This is an optimization exercise on Yosys and OpenROAD, whose aim is small area, a short achievable clock period and few clock cycles, not a production implementation.
Where RTL was checked, it was by simulation tests only, not by an equivalence proof against the original.

==> v6 <==
==> flow/design.v (excerpt) <==
module mod_mult_m_23 (
  input  wire        clk,
  input  wire        rst,
  input  wire        in_valid,
  input  wire [22:0] input_data0,
  input  wire [22:0] input_data1,
  output wire        out_valid,
  output reg  [22:0] output_data
);
==> flow/config.mk <==
export PLATFORM = sky130hd
export DESIGN_NAME = mod_mult_m_23
export DESIGN_NICKNAME = mod_mult_m_23
export VERILOG_FILES = /design/flow/design.v
export SDC_FILE = /design/flow/constraint.sdc
export NUM_CORES = 4
export LEC_CHECK = 0
export CAP_MARGIN = 20
export CORE_MARGIN = 2
export CORE_UTILIZATION = 50
export CTS_BUF_LIST = sky130_fd_sc_hd__clkbuf_8
export CTS_CLUSTER_SIZE = 24
export SETUP_SLACK_MARGIN = 3.8
export SLEW_MARGIN = 20
export SYNTH_HIERARCHICAL = 1
==> flow/constraint.sdc <==
create_clock -name core_clock -period 7.5 [get_ports {clk}]
set_input_delay 1.5000 -clock core_clock [delete_from_list [all_inputs] [get_ports {clk}]]
set_output_delay 1.5000 -clock core_clock [all_outputs]
set_load 0.01 [all_outputs]
run.sh (not shown) runs the stock make flow with config.mk's settings and CLKGATE_MAP_FILE= SYNTH_SCRIPT=/design/flow/synth_recipe.tcl, a recipe that flattens the netlist after the stock synthesis.
==> v17: changes against v6 <==
--- a/flow/config.mk
+++ b/flow/config.mk
@@ -8,8 +8,6 @@
 export CAP_MARGIN = 20
 export CORE_MARGIN = 2
-export CORE_UTILIZATION = 50
-export CTS_BUF_LIST = sky130_fd_sc_hd__clkbuf_8
-export CTS_CLUSTER_SIZE = 24
-export SETUP_SLACK_MARGIN = 3.8
+export CORE_UTILIZATION = 40
+export SETUP_SLACK_MARGIN = 4.2
 export SLEW_MARGIN = 20
 export SYNTH_HIERARCHICAL = 1
==> v14: changes against v6 <==
==> flow/flow/run.sh (new file) <==
#!/bin/bash
# Own flow: the standard synthesis, then every combinational cell set to its
# smallest drive strength (timing repair upsizes where the margin needs it), then
# the standard layout with port buffers of the smallest buffer cell.
set -euo pipefail
bash standard.sh synth > synth.log 2>&1
R=orfs/results/sky130hd/mod_mult_m_23/base
cp $R/1_2_yosys.v 1_2_yosys.orig.v
python3 flow/downsize.py $R/1_2_yosys.v $FLOW_HOME/platforms/sky130hd/lib/sky130_fd_sc_hd__tt_025C_1v80.lib > downsize.log 2>&1
rm -f $R/1_synth.odb $R/1_synth.sdc
bash standard.sh "BUFFER_PORTS_ARGS=-buffer_cell sky130_fd_sc_hd__buf_1" finish > layout.log 2>&1
==> flow/flow/downsize.py (new file) <==
#!/usr/bin/env python3
"""Set every combinational cell of the synthesized netlist to its smallest drive
strength (same function and pins); timing repair later upsizes where needed.
Flip-flops and other sequential cells are left as synthesis made them.
usage: downsize.py NETLIST LIBERTY"""
import re, sys
net, lib = sys.argv[1], sys.argv[2]
lt = open(lib).read()
cells = set(re.findall(r'cell\s*\(\s*"?(sky130_fd_sc_hd__\w+?)"?\s*\)', lt))
seq = set(m for m in cells if re.search(r'__(df|dl|sdf|edf|sdl|lpflow|clk|probe|conb|tap|fill|decap|diode)', m))
txt = open(net).read()
count = {}
def repl(m):
    base, drv = m.group(1), m.group(2)
    full = base + '_' + drv
    if full in seq or base + '_1' in seq:
        return m.group(0)
    for small in ('0', '1'):
        cand = base + '_' + small
        if cand in cells and cand != full and int(small) < int(drv):
            count[full + '->' + cand] = count.get(full + '->' + cand, 0) + 1
            return cand + m.group(3)
    return m.group(0)
txt2 = re.sub(r'\b(sky130_fd_sc_hd__[a-z0-9]+?)_(\d+)(\s+[\\\w])', repl, txt)
open(net, 'w').write(txt2)
for k, v in sorted(count.items()):
    print(v, k)
==> flow/standard.sh (new file) <==
#!/bin/bash
# synth_recipe.tcl (not shown) runs the flow's synth.tcl, then flattens the netlist and writes it again
# the make line also repeats each setting of config.mk as NAME=value (left out here)
make -C /OpenROAD-flow-scripts/flow DESIGN_CONFIG=/design/flow/config.mk WORK_HOME=/design/flow/orfs CLKGATE_MAP_FILE= SYNTH_SCRIPT=/design/flow/synth_recipe.tcl "${@:-finish}"
--- a/flow/config.mk
+++ b/flow/config.mk
@@ -9,6 +9,4 @@
 export CORE_MARGIN = 2
 export CORE_UTILIZATION = 50
-export CTS_BUF_LIST = sky130_fd_sc_hd__clkbuf_8
-export CTS_CLUSTER_SIZE = 24
 export SETUP_SLACK_MARGIN = 3.8
 export SLEW_MARGIN = 20
removed: flow/run.sh
==> run summary <==
item	v6	v17	v14
Endpoint of the lowest-slack register-to-register path	m1381	m1388	m1378
Clock buffer count from CTS	49	34	31
Met1 GRT Util	37.19%	29.15%	34.75%
Number of placed cells counting well taps	2,345	2,445	2,314
Number of H-tree levels	2	2	1
Stages on worst setup path	8	9	8
Count of buffer and inverter cells on the critical path	1	2	1
End of the worst hold path	valid_pipe[3]	valid_pipe[2]	valid_pipe[4]
Maximum fanout encountered on the critical timing path	11	4	23
Launching point of the worst reg2reg path	be156	a_r[11]	be3
Status	timing/DRC/antenna clean	timing/DRC/antenna clean	timing/DRC/antenna clean
Fraction of cell area in non-clock buffers	7.685%	10.56%	4.898%
No functional check of the RTL was part of any run of this note.

========
==> build 27 <==
mod_mult_m_23, a different RTL version from the one above (not shown whole).
clock: 7.5 ns
lec_check: 0
cap_margin: 5
core_margin: 2
core_utilization: 50
setup_slack_margin: 4.4
slew_margin: 5
synth_hierarchical: 1
standard.sh (not shown) runs the stock make flow with config.mk's settings and CLKGATE_MAP_FILE= SYNTH_SCRIPT=/design/flow/synth_recipe.tcl, a recipe that flattens the netlist after the stock synthesis.
==> flow/flow/run.sh <==
#!/bin/bash
# Own flow: the standard synthesis, then every combinational cell set to its
# smallest drive strength (timing repair upsizes where the margin needs it), then
# the standard layout with port buffers of the smallest buffer cell.
set -euo pipefail
bash standard.sh synth > synth.log 2>&1
R=orfs/results/sky130hd/mod_mult_m_23/base
cp $R/1_2_yosys.v 1_2_yosys.orig.v
python3 flow/downsize.py $R/1_2_yosys.v $FLOW_HOME/platforms/sky130hd/lib/sky130_fd_sc_hd__tt_025C_1v80.lib > downsize.log 2>&1
rm -f $R/1_synth.odb $R/1_synth.sdc
bash standard.sh "BUFFER_PORTS_ARGS=-buffer_cell sky130_fd_sc_hd__buf_1" finish > layout.log 2>&1
==> flow/flow/downsize.py <==
#!/usr/bin/env python3
"""Set every combinational cell of the synthesized netlist to its smallest drive
strength (same function and pins); timing repair later upsizes where needed.
Flip-flops and other sequential cells are left as synthesis made them.
usage: downsize.py NETLIST LIBERTY"""
import re, sys
net, lib = sys.argv[1], sys.argv[2]
lt = open(lib).read()
cells = set(re.findall(r'cell\s*\(\s*"?(sky130_fd_sc_hd__\w+?)"?\s*\)', lt))
seq = set(m for m in cells if re.search(r'__(df|dl|sdf|edf|sdl|lpflow|clk|probe|conb|tap|fill|decap|diode)', m))
txt = open(net).read()
count = {}
def repl(m):
    base, drv = m.group(1), m.group(2)
    full = base + '_' + drv
    if full in seq or base + '_1' in seq:
        return m.group(0)
    for small in ('0', '1'):
        cand = base + '_' + small
        if cand in cells and cand != full and int(small) < int(drv):
            count[full + '->' + cand] = count.get(full + '->' + cand, 0) + 1
            return cand + m.group(3)
    return m.group(0)
txt2 = re.sub(r'\b(sky130_fd_sc_hd__[a-z0-9]+?)_(\d+)(\s+[\\\w])', repl, txt)
open(net, 'w').write(txt2)
for k, v in sorted(count.items()):
    print(v, k)
==> trial 44 (differences from build 27) <==
CAP_MARGIN = 20   (was 5)
CORE_UTILIZATION = 55   (was 50)
SLEW_MARGIN = 20   (was 5)
==> build 67 (differences from build 27) <==
CAP_MARGIN = 20   (was 5)
SETUP_SLACK_MARGIN = 4.6   (was 4.4)
SLEW_MARGIN = 20   (was 5)
==> trial 36 (differences from build 27) <==
CAP_MARGIN = 20   (was 5)
SLEW_MARGIN = 20   (was 5)
==> impl_metrics.csv <==
group,metric,value,unit
cts,cts_setup_buffers,1,
detailed_routing,wl_met2,30.5,mm
cells_and_area,multi_input_area,0.0152,mm^2
detailed_routing,via_per_inst,5.95,
cells_and_area,final_area,0.0241,mm^2
timing,clock_skew,20.4,ps
timing,setup_slack,4440,ps
cells_and_area,buffers,112,
outcome,status,"timing/DRC/antenna clean",
the above is filed under trial 44

==> impl_metrics.csv <==
group,metric,value,unit
cts,cts_setup_buffers,0,
cells_and_area,multi_input_area,0.0152,mm^2
timing,setup_slack,4440,ps
timing,clock_skew,22.1,ps
detailed_routing,wl_met2,30.1,mm
cells_and_area,buffers,113,
outcome,status,"timing/DRC/antenna clean",
cells_and_area,final_area,0.0240,mm^2
the above is filed under build 27

==> impl_metrics.csv <==
group,metric,value,unit
outcome,status,"timing/DRC/antenna clean",
cells_and_area,final_area,0.0257,mm^2
die,die_y,211,um
timing,setup_viol,0,
timing,setup_slack,4580,ps
cells_and_area,multi_input_area,0.0155,mm^2
detailed_routing,via_per_inst,6.12,
timing,clock_skew,19.9,ps
cts,cts_setup_buffers,43,
the above is filed under build 67

==> impl_metrics.csv <==
group,metric,value,unit
timing,setup_slack,4450,ps
outcome,status,"timing/DRC/antenna clean",
cells_and_area,multi_input_area,0.0152,mm^2
cells_and_area,final_area,0.0241,mm^2
detailed_routing,wl_met2,30.5,mm
cells_and_area,buffers,116,
the above is filed under trial 36

Testbench counts of build 27, summed over its fixed seeds: cycles 24,040.
Testbench counts of trial 44, summed over its fixed seeds: cycles 24,040.
Testbench counts of build 67, summed over its fixed seeds: cycles 24,040.
Testbench counts of trial 36, summed over its fixed seeds: cycles 24,040.

what the ideal ports hide:
How much do the figures lean on ideal ports? The routed layouts below were timed once more, with nothing changed but the port constraints. Step 1 (the two cells are an assumption about what drives the block):
set clk [get_ports {clk}]
set_driving_cell -lib_cell sky130_fd_sc_hd__clkbuf_16 $clk
set_driving_cell -lib_cell sky130_fd_sc_hd__buf_2 [delete_from_list [all_inputs] $clk]
Step 2 moves the port delays by t, midway between the first and last clock arrival at a register: inputs arrive t later, outputs are due t later. That takes back most of the time a late clock gives input paths. Three values: ideal ports, drivers, drivers and shift; two values: the first two.
run	t, ns	setup slack, ns	hold slack, ns	latest minus earliest clock arrival (ns)
v6	0.690	3.852 / 3.852 / 3.852	0.349 / 0.349 / 0.349	0.031 / 0.031
v17	0.607	3.968 / 3.968 / 3.968	0.345 / 0.345 / 0.345	0.037 / 0.037
v14	0.648	3.883 / 3.883 / 3.883	0.352 / 0.352 / 0.352	0.030 / 0.030
build 27	0.599	4.441 / 4.441 / 4.441	0.351 / 0.351 / 0.351	0.023 / 0.023
trial 44	0.599	4.445 / 4.445 / 4.445	0.349 / 0.349 / 0.349	0.023 / 0.023
build 67	0.618	4.576 / 4.576 / 4.576	0.353 / 0.353 / 0.353	0.020 / 0.020
trial 36	0.601	4.446 / 4.446 / 4.446	0.351 / 0.351 / 0.351	0.035 / 0.036
After both steps setup and hold are still met in every run listed.
